Background: an optimization exercise with open tools, aiming at small area. Do not read the settings as production practice. Where RTL was checked, it was by simulation tests only, not by an equivalence proof against the original. Power is estimated from default activity; no workload was simulated.

==> inputs of v3 <==
// vga_sprite_car_core
module vga_sprite_car_core
   #(parameter CD = 12,    
               ADDR_WIDTH = 13,
               KEY_COLOR = 0
   )
   (
    input  logic clk, reset,
    input  logic [10:0] x, y,
    input  logic cs,
    input  logic write,
    input  logic [13:0] addr,
    input  logic [31:0] wr_data,
    input  logic [11:0] si_rgb,
    output logic [11:0] so_rgb
   );
==> module vga_sprite_car_core, before the edit <==
module vga_sprite_car_core
   #(parameter CD = 12,    
               ADDR_WIDTH = 13,
               KEY_COLOR = 0
   )
   (
    input  logic clk, reset,
    input  logic [10:0] x, y,
    input  logic cs,
    input  logic write,
    input  logic [13:0] addr,
    input  logic [31:0] wr_data,
    input  logic [11:0] si_rgb,
    output logic [11:0] so_rgb
   );
   localparam N = 20;
   logic [10:0] xo [0:N-1];
   logic [10:0] yo [0:N-1];
   logic [3:0]  ct [0:N-1];
   logic [N-1:0] vld;
   logic bypass_reg;
   logic wr_reg;
   logic [5:0] a;
   logic a_x, a_y, a_c;
   assign wr_reg = cs & write & addr[13];
   assign a = addr[5:0];
   always_comb begin
      a_x = 1'b0; a_y = 1'b0; a_c = 1'b0;
      for (int k = 0; k < N; k++) begin
         if (a == 6'(3*k+1)) a_x = 1'b1;
         if (a == 6'(3*k+2)) a_y = 1'b1;
         if (a == 6'(3*k+3)) a_c = 1'b1;
      end
   end
   logic [10:0] dx, dy;
   logic [3:0]  dc;
   assign dx = ~(wr_data[10:0] & {11{a_x}});    
   assign dy = ~(wr_data[10:0] & {11{a_y}});
   assign dc = wr_data[3:0] & {4{a_c}};
   always_ff @(posedge clk, posedge reset)
      if (reset)
         bypass_reg <= 1'b0;
      else if (wr_reg && a == 6'd0)
         bypass_reg <= wr_data[0];
   logic [5:0] x_hi_m1, y_hi_m1;
   logic x_hi_nz, y_hi_nz, base_hit;
   assign x_hi_m1 = x[10:5] - 6'd1;
   assign y_hi_m1 = y[10:5] - 6'd1;
   assign x_hi_nz = |x[10:5];
   assign y_hi_nz = |y[10:5];
   assign base_hit = ~x_hi_nz & ~y_hi_nz;    
   logic [N-1:0] hit;
   logic [14:0] d [0:N-1];
   genvar i;
   generate
      for (i = 0; i < N; i++) begin : spr
         logic ws, hx, hy;
         assign ws = wr_reg && a >= 6'(3*i+1) && a <= 6'(3*i+3);
         always_ff @(posedge clk)
            if (ws & (a_x | ~vld[i])) xo[i] <= dx;
         always_ff @(posedge clk)
            if (ws & (a_y | ~vld[i])) yo[i] <= dy;
         always_ff @(posedge clk)
            if (ws & (a_c | ~vld[i])) ct[i] <= dc;
         always_ff @(posedge clk, posedge reset)
            if (reset)
               vld[i] <= 1'b0;
            else if (ws)
               vld[i] <= 1'b1;
         car_src hxu (.p(x), .p_hi_m1(x_hi_m1), .p_hi_nz(x_hi_nz), .p0(~xo[i]), .hit(hx));
         car_src hyu (.p(y), .p_hi_m1(y_hi_m1), .p_hi_nz(y_hi_nz), .p0(~yo[i]), .hit(hy));
         assign hit[i] = vld[i] ? (hx & hy) : base_hit;
         assign d[i] = {vld[i], ct[i], ~yo[i][4:0], ~xo[i][4:0]};
      end
   endgenerate
   logic [15:0] t0 [0:19];
   logic [15:0] t1 [0:9];
   logic [15:0] t2 [0:4];
   logic [15:0] t3 [0:2];
   logic [15:0] t4 [0:1];
   logic [15:0] t5;
   function automatic logic [15:0] pick(input logic [15:0] lo, input logic [15:0] hi);
      pick = {lo[15] | hi[15], lo[15] ? lo[14:0] : hi[14:0]};
   endfunction
   always_comb begin
      for (int k = 0; k < N; k++)
         t0[k] = {(k == N-1) ? 1'b1 : hit[k], d[k]};
      for (int k = 0; k < 10; k++)
         t1[k] = pick(t0[2*k], t0[2*k+1]);
      for (int k = 0; k < 5; k++)
         t2[k] = pick(t1[2*k], t1[2*k+1]);
      t3[0] = pick(t2[0], t2[1]);
      t3[1] = pick(t2[2], t2[3]);
      t3[2] = t2[4];
      t4[0] = pick(t3[0], t3[1]);
      t4[1] = t3[2];
      t5 = pick(t4[0], t4[1]);
   end
   logic [14:0] ds, de;
   assign ds = t5[14:0];
   assign de = ds[14] ? ds : 15'd0;
   logic covered;
   assign covered = |hit;
   logic [4:0] xr, yr, xm;
   logic [3:0] yf;
   logic [1:0] img, body, code;
   assign xr = x[4:0] - de[4:0];
   assign yr = y[4:0] - de[9:5];
   assign img = de[11:10];
   assign body = de[13:12];
   assign xm = xr ^ {5{img[0]}};
   assign yf = yr[3:0] ^ {4{yr[4]}};
   logic [3:0] yf_reg;
   logic [4:0] xm_reg;
   logic blank_reg;
   always_ff @(posedge clk) begin
      yf_reg <= yf;
      xm_reg <= xm;
      blank_reg <= img[1];
   end
   car_ram_lut rom (.yf(yf_reg), .xm(xm_reg), .code(code));
   logic [1:0] ecode_reg, body_reg;
   always_ff @(posedge clk) begin
      ecode_reg <= (covered && !blank_reg) ? code : 2'd0;
      body_reg <= body;
   end
   logic [11:0] spr_rgb;
   always_comb
      case (ecode_reg)
         2'd1: spr_rgb = 12'h0f0;
         2'd2:
            case (body_reg)
               2'd0: spr_rgb = 12'hfff;
               2'd1: spr_rgb = 12'hf00;
               2'd2: spr_rgb = 12'hfa0;
               default: spr_rgb = 12'h088;
            endcase
         default: spr_rgb = 12'hf00;
      endcase
   assign so_rgb = (bypass_reg || ecode_reg == 2'd0) ? si_rgb : spr_rgb;
endmodule
Settings: LEC_CHECK=0, ABC_AREA=1, CAP_MARGIN=10, CORE_MARGIN=2, CORE_UTILIZATION=40, PLACE_DENSITY=0.6, SLEW_MARGIN=10, SYNTH_MEMORY_MAX_BITS=16384; clock period 10.0 ns.
standard.sh (not shown) runs the stock make flow with config.mk's settings and CLKGATE_MAP_FILE= SYNTH_SCRIPT=/design/flow/synth_recipe.tcl, a recipe that flattens the netlist after the stock synthesis.
==> flow/flow/run.sh <==
#!/bin/bash
# The standard layout (standard.sh, the standard synthesis script included) with
# three changes made through ORFS's own variables:
#  - ABC maps the logic for area only (flow/abc_area.script: deepsyn, then
#    area-oriented &nf map with the delay target relaxed, no buffering or upsizing);
#  - clock tree synthesis without dummy loads;
#  - the port buffers are the smallest buffer cell.
# Registers are untouched: ABC runs without -dff, so the standard synthesis's
# flip-flops, their names and cell types, are kept.
set -euo pipefail
W=$PWD
rm -rf "$W/scripts_local"
cp -r "$FLOW_HOME/scripts" "$W/scripts_local"
cp "$W/flow/abc_area.script" "$W/scripts_local/abc_area.script"
export SCRIPTS_DIR="$W/scripts_local"
export CTS_ARGS='-sink_clustering_enable -repair_clock_nets -dont_use_dummy_load -buf_list sky130_fd_sc_hd__clkbuf_8 -sink_clustering_size 16 -sink_clustering_max_diameter 60'
export BUFFER_PORTS_ARGS="-buffer_cell sky130_fd_sc_hd__buf_1"
bash standard.sh > "$W/standard_flow.log" 2>&1
==> flow/flow/abc_area.script <==
strash
&get -n
&deepsyn -J 10 -T 900
&put
strash
&get -n
&nf -p -R 1000
&put
topo
buffer -c -N 12
dnsize -c
==> inputs of v13, as changes to v3 <==
--- a/flow/design.v
+++ b/flow/design.v
@@ -434,28 +434,16 @@
    endgenerate
-   logic [15:0] t0 [0:19];
-   logic [15:0] t1 [0:9];
-   logic [15:0] t2 [0:4];
-   logic [15:0] t3 [0:2];
-   logic [15:0] t4 [0:1];
-   logic [15:0] t5;
-   function automatic logic [15:0] pick(input logic [15:0] lo, input logic [15:0] hi);
-      pick = {lo[15] | hi[15], lo[15] ? lo[14:0] : hi[14:0]};
-   endfunction
+   logic [N-1:0] sel, above;
    always_comb begin
+      above[0] = 1'b0;
+      for (int k = 1; k < N; k++)
+         above[k] = above[k-1] | hit[k-1];
       for (int k = 0; k < N; k++)
-         t0[k] = {(k == N-1) ? 1'b1 : hit[k], d[k]};
-      for (int k = 0; k < 10; k++)
-         t1[k] = pick(t0[2*k], t0[2*k+1]);
-      for (int k = 0; k < 5; k++)
-         t2[k] = pick(t1[2*k], t1[2*k+1]);
-      t3[0] = pick(t2[0], t2[1]);
-      t3[1] = pick(t2[2], t2[3]);
-      t3[2] = t2[4];
-      t4[0] = pick(t3[0], t3[1]);
-      t4[1] = t3[2];
-      t5 = pick(t4[0], t4[1]);
+         sel[k] = (k == N-1 ? 1'b1 : hit[k]) & ~above[k] & vld[k];
+   end
+   logic [13:0] de;
+   always_comb begin
+      de = 14'd0;
+      for (int k = 0; k < N; k++)
+         de = de | ({14{sel[k]}} & d[k][13:0]);
    end
-   logic [14:0] ds, de;
-   assign ds = t5[14:0];
-   assign de = ds[14] ? ds : 15'd0;
    logic covered;
@@ -471,14 +459,8 @@
    assign yf = yr[3:0] ^ {4{yr[4]}};
-   logic [3:0] yf_reg;
-   logic [4:0] xm_reg;
-   logic blank_reg;
-   always_ff @(posedge clk) begin
-      yf_reg <= yf;
-      xm_reg <= xm;
-      blank_reg <= img[1];
-   end
-   car_ram_lut rom (.yf(yf_reg), .xm(xm_reg), .code(code));
-   logic [1:0] ecode_reg, body_reg;
+   car_ram_lut rom (.yf(yf), .xm(xm), .code(code));
+   logic [1:0] code_reg, ecode_reg, body_reg;
+   always_ff @(posedge clk)
+      code_reg <= img[1] ? 2'd0 : code;
    always_ff @(posedge clk) begin
-      ecode_reg <= (covered && !blank_reg) ? code : 2'd0;
+      ecode_reg <= covered ? code_reg : 2'd0;
       body_reg <= body;
--- a/flow/flow/run.sh
+++ b/flow/flow/run.sh
@@ -15,3 +15,3 @@
 export SCRIPTS_DIR="$W/scripts_local"
-export CTS_ARGS='-sink_clustering_enable -repair_clock_nets -dont_use_dummy_load -buf_list sky130_fd_sc_hd__clkbuf_8 -sink_clustering_size 16 -sink_clustering_max_diameter 60'
+export CTS_ARGS="-sink_clustering_enable -repair_clock_nets -dont_use_dummy_load -buf_list sky130_fd_sc_hd__clkbuf_16 -sink_clustering_size 20 -sink_clustering_max_diameter 100"
 export BUFFER_PORTS_ARGS="-buffer_cell sky130_fd_sc_hd__buf_1"
==> flow/flow/abc_area.script (replaced) <==
strash
&get -n
&deepsyn -J 10 -T 900
&put
strash
&get -n
&nf -p -R 1000
&put
topo
dnsize -c
Settings changed: GPL_TIMING_DRIVEN from default to 0.
==> summary.txt <==
- Of v3 and v13, v13 has the higher total power (gap about 2.5%, measured against v13).
- Against v3, the clock power of v13 is higher by about 10%.
- Against v13, the core utilization of v3 is lower by 1.5 points.
- v3 completed with no timing, DRC or antenna violations. v13 ran to the end with violations: setup timing.
- Of v3 and v13, v3 has the higher clock-buffer cell count (gap 14).
- Between v3 and v13, the lower global-route usage is in v13 (gap 5.4 points).
- In v3 the wire length is higher than in v13, by about 26%.
- Against v13, the register-to-register slack of v3 is higher by 2100 ps.
==> figures <==
Status: v13 finished with violations; v3 no timing/DRC/antenna violations
Reasons for failing layout checks: v13 setup timing; v3 -
FF+latch area: v13 0.0163 mm^2; v3 0.0164 mm^2
NumNets Final: v13 2,448; v3 2,542
Half-perimeter wire length after detailed placement: v13 58,000 um; v3 72,700 um
Sum of met2 wire segment lengths after detailed routing: v13 37,700 um; v3 45,300 um
Share of cell area taken by multi-input logic gates: v13 36.6%; v3 35.6%
Pin count of the biggest net entering global routing: v13 34; v3 35
Number of buffers and inverters on the critical path: v13 9; v3 5
Register-to-register setup slack: v13 300 ps; v3 2370 ps
Fraction of layout instances using a drive strength above 1: v13 11.2%; v3 10.5%
Syn Std Cell Area: v13 0.0273 mm^2; v3 0.0278 mm^2
Routed WL per cell: v13 25.3 um; v3 30.5 um
Die outline height: v13 265 um; v3 268 um
Clock network share of area: v13 2.51%; v3 2.02%
Effective utilization at floorplan: v13 40.5%; v3 40.5%
For v13, only the layout was checked, not whether the RTL still works.

static timing again, ports no longer ideal:
No port has a modelled driver above. Below, the same layouts with a new extraction and two added sets of constraints.
Step 1 sets driving cells, clkbuf_16 on the clock port and buf_2 on the other inputs (assumed; they add their load-dependent delay and slew).
Step 2, shift: input delay + t, output delay - t, t = (earliest + latest rising clock arrival at the registers) / 2. This alone moves slack from input paths to output paths.
Three values: ideal, step 1, step 2; two values: the first two.
run | t (ns) | setup slack, ns | hold slack, ns | worst setup path at the end | slew at the worst register clock pin (ns)
v3 | 0.702 | 1.107 / 1.136 / 0.434 | 0.548 / 0.548 / 0.548 | input to register | 0.11 / 0.11
v13 | 0.663 | -0.760 / -0.758 / -1.421 | 0.443 / 0.443 / 0.443 | input to register | 0.09 / 0.09
The setup slack of v3, which loses most, moves by +0.029 ns with the drivers and by -0.673 ns with both steps.
